What follows belongs to an exercise in optimizing a design on an open flow for small area; a production flow would make more cautious choices. In this exercise RTL edits were held to simulation tests only and were not proved equivalent to the original. The flow treats the clock pin as an ideal source. Dropping or thinning the clock tree relies on that and would not hold on a real chip. Power figures rest on the tool's default switching activity, not on a simulated workload.

== north ==
## top
module top
	(
	input CLK,
	input RESET,
	output HSYNC,
	output VSYNC,
	output [7:0] COLOR
	);
	reg [3:0] p;
	reg [4:0] x;
	reg [5:0] q;
	reg [3:0] y;
	wire pend = (p[0]&p[2]&p[3]);	 
	wire x24 = (x[1]&x[3]&x[4]);	 
	wire p4 = (p[2]);	 
	wire hend = x24 & p4;	 
	wire vlast = (y[0]&y[1]&y[3]);	 
	wire q59 = (!q[0]&!q[1]&q[3]&q[4]&q[5]);
	wire q25 = (q[1]&q[3]&q[4]);	 
	wire qend = q59 | (vlast & q25);
	always @(posedge CLK)
		if (RESET | hend | pend) p <= 4'd0;
		else if (1'b1) p <= p + 4'd1;
	always @(posedge CLK)
		if (RESET | hend) x <= 5'd2;
		else if (pend) x <= x + 5'd1;
	wire q_fb = (!q[0]&!q[5]) | (q[0]&q[5]);
	always @(posedge CLK)
		if (RESET | (hend & qend)) q <= 6'd0;
		else if (hend) q <= {q[4:0], q_fb};
	wire y_fb = (!y[0]&!y[3]) | (y[0]&y[3]);
	always @(posedge CLK)
		if (RESET | (hend & qend & vlast)) y <= 4'd0;
		else if (hend & qend) y <= {y[2:0], y_fb};
	wire sa = (x[1]&x[4]) | (x[0]&x[1]&!x[2]&x[3]) | (x[2]&x[4]) | (x[0]&x[4]);
	wire sb = (!x[2]&!x[3]&!x[4]) | (!x[1]&!x[3]&!x[4]);
	wire sc = (x[0]) | (x[1]&x[2]) | (x[3]) | (x[4]);
	wire ga = (!y[0]&!y[2]) | (y[0]&!y[1]&!y[3]);
	wire gc = (y[0]&y[1]);
	wire gb = (!y[0]&y[2]) | (y[0]&y[3]);
	wire bit_ = (ga & sa) | (gb & sb) | (gc & sc);
	wire vis = ((!x[4]) | (!x[2]&!x[3]) | (!x[0]&!x[1]&!x[3])) & !vlast;
	wire x19 = (x[0]&!x[1]&x[2]&x[4]);
	wire x20 = (!x[0]&x[1]&x[2]&x[4]);
	wire x21 = (x[0]&x[1]&x[2]&x[4]);
	wire pge8 = (p[3]);
  ...
Size in the first run: about 840 sq um of cells after synthesis.
==> flow/config.mk <==
export PLATFORM = sky130hd
export DESIGN_NAME = top
export DESIGN_NICKNAME = top
export VERILOG_FILES = /design/flow/design.v
export SDC_FILE = /design/flow/constraint.sdc
export NUM_CORES = 4
export LEC_CHECK = 0
export CAP_MARGIN = 20
export CORE_AREA = 4 4 76 76
export DIE_AREA = 0 0 80 80
export PLACE_DENSITY = 0.6
export SLEW_MARGIN = 20
==> flow/constraint.sdc <==
create_clock -name core_clock -period 10.0 [get_ports {CLK}]
set_input_delay 2.0000 -clock core_clock [delete_from_list [all_inputs] [get_ports {CLK}]]
set_output_delay 2.0000 -clock core_clock [all_outputs]
set_load 0.01 [all_outputs]
standard.sh (not shown) runs the stock make flow with config.mk's settings and CLKGATE_MAP_FILE= SYNTH_SCRIPT=/design/flow/synth_recipe.tcl, a recipe that flattens the netlist after the stock synthesis.
==> flow/flow/run.sh <==
#!/bin/bash
# Standard ORFS layout with these changes:
#  - synthesis maps the logic with an area-oriented ABC script (flow/abc_area.script)
#    and without the half/full-adder cells; everything else is the standard flow's synthesis script;
#  - the port buffers are plain buf_1 cells;
#  - clock tree synthesis uses clkbuf_4 cells, one sink cluster and no dummy loads,
#    and its tree is then collapsed into the root buffer (flow/collapse_clock.tcl);
#  - the constant-0 outputs share one tie cell (flow/merge_ties.tcl).
set -euo pipefail
F=$PWD/flow
{ head -1 synth_recipe.tcl; cat $F/abc_proc.tcl; tail -n +2 synth_recipe.tcl; } > synth_area.tcl
sed "s#SYNTH_SCRIPT=[^ ]*#SYNTH_SCRIPT=$PWD/synth_area.tcl#" standard.sh > standard_area.sh
export AREA_ABC_SCRIPT=$F/abc_area.script
export ADDER_MAP_FILE=
export BUFFER_PORTS_ARGS="-buffer_cell sky130_fd_sc_hd__buf_1"
export CTS_ARGS="-sink_clustering_enable -repair_clock_nets -buf_list sky130_fd_sc_hd__clkbuf_4 -root_buf sky130_fd_sc_hd__clkbuf_8 -sink_clustering_size 30 -sink_clustering_max_diameter 100 -dont_use_dummy_load"
bash standard_area.sh cts > standard_cts.log 2>&1
CTS_ODB=$PWD/orfs/results/sky130hd/top/base/4_cts.odb openroad -no_init -exit $F/collapse_clock.tcl > collapse_clock.log 2>&1
CTS_ODB=$PWD/orfs/results/sky130hd/top/base/4_cts.odb openroad -no_init -exit $F/merge_ties.tcl > merge_ties.log 2>&1
bash standard_area.sh > standard.log 2>&1
==> flow/flow/merge_ties.tcl <==
# Drive all constant-0 outputs from one tie cell: the flow's tie-fanout repair
# gives each constant port its own conb_1; move their loads onto the first one.
set odb $::env(CTS_ODB)
read_db $odb
set block [ord::get_db_block]
set keep ""
set keepnet ""
set merged 0
foreach inst [$block getInsts] {
  if {[[$inst getMaster] getName] ne "sky130_fd_sc_hd__conb_1"} { continue }
  set lo [$inst findITerm LO]
  set hi [$inst findITerm HI]
  if {[$hi getNet] ne "NULL" && [$hi getNet] ne ""} { continue }
  set net [$lo getNet]
  if {$net eq "NULL" || $net eq ""} { continue }
  if {$keep eq ""} { set keep $inst; set keepnet $net; continue }
  foreach bt [$net getBTerms] { $bt disconnect; $bt connect $keepnet }
  foreach it [$net getITerms] {
    if {[$it getInst] eq $inst} { continue }
    $it disconnect
    $it connect $keepnet
  }
  $lo disconnect
  odb::dbInst_destroy $inst
  odb::dbNet_destroy $net
  incr merged
}
puts "merged $merged tie cells into [expr {$keep eq "" ? "none" : [$keep getName]}]"
write_db $odb
Other scripts of this flow, unchanged in this note and not shown: flow/flow/abc_area.script, flow/flow/abc_proc.tcl, flow/flow/collapse_clock.tcl
Modified inputs, south compared to north
diff --git a/flow/flow/run.sh b/flow/flow/run.sh
--- a/flow/flow/run.sh
+++ b/flow/flow/run.sh
@@ -6,4 +6,3 @@
 #  - clock tree synthesis uses clkbuf_4 cells, one sink cluster and no dummy loads,
-#    and its tree is then collapsed into the root buffer (flow/collapse_clock.tcl);
-#  - the constant-0 outputs share one tie cell (flow/merge_ties.tcl).
+#    and its tree is then collapsed into the root buffer (flow/collapse_clock.tcl).
 set -euo pipefail
@@ -18,3 +17,2 @@
 CTS_ODB=$PWD/orfs/results/sky130hd/top/base/4_cts.odb openroad -no_init -exit $F/collapse_clock.tcl > collapse_clock.log 2>&1
-CTS_ODB=$PWD/orfs/results/sky130hd/top/base/4_cts.odb openroad -no_init -exit $F/merge_ties.tcl > merge_ties.log 2>&1
 bash standard_area.sh > standard.log 2>&1
removed: flow/flow/merge_ties.tcl
south was carried through to the last stage, and its layout satisfied the timing, DRC and antenna checks. ~same peak supply drop in north and south. Looking at synthesis-to-finish area growth, south sits 0.45 points above north. As far as flip-flop and latch count goes, north and south are indistinguishable; the numbers are identical. north → south: fraction of area in multi-input gates saw an increase, first-iteration DRC count shows a reduction of 6. Number of flip-flops and latches in the synthesized netlist: south vs north identical. north -> south: post-layout instance count excluding filler cells increased slightly. Total power draw essentially unchanged between south and north. ~same fraction of the cycle the final worst path needs in north and south. Relative to north, the final cell area reported for south is higher.

==> separate check: timing with driven ports <==
In the flow no input, the clock included, has a driving cell. The finished layouts below were timed again as built, in two steps. Step 1 (the two cells are an assumption about what drives the block):
set clk [get_ports {CLK}]
set_driving_cell -lib_cell sky130_fd_sc_hd__clkbuf_16 $clk
set_driving_cell -lib_cell sky130_fd_sc_hd__buf_2 [delete_from_list [all_inputs] $clk]
Step 2, shift: input delay + t, output delay - t, t = (earliest + latest rising clock arrival at the registers) / 2. This alone moves slack from input paths to output paths. Slacks: ideal ports / drivers / drivers and shift; pairs: ideal ports / drivers.
| run | shift t [ns] | setup slack, ns | worst setup path after step 2 | worst data-port slew with drivers (ns) |
|---|---|---|---|---|
| north | 0.189 | 6.379 / 6.356 / 6.544 | register to output | 0.03 |
| south | 0.189 | 6.372 / 6.348 / 6.537 | register to output | 0.03 |
After both steps every run listed still meets setup and hold.
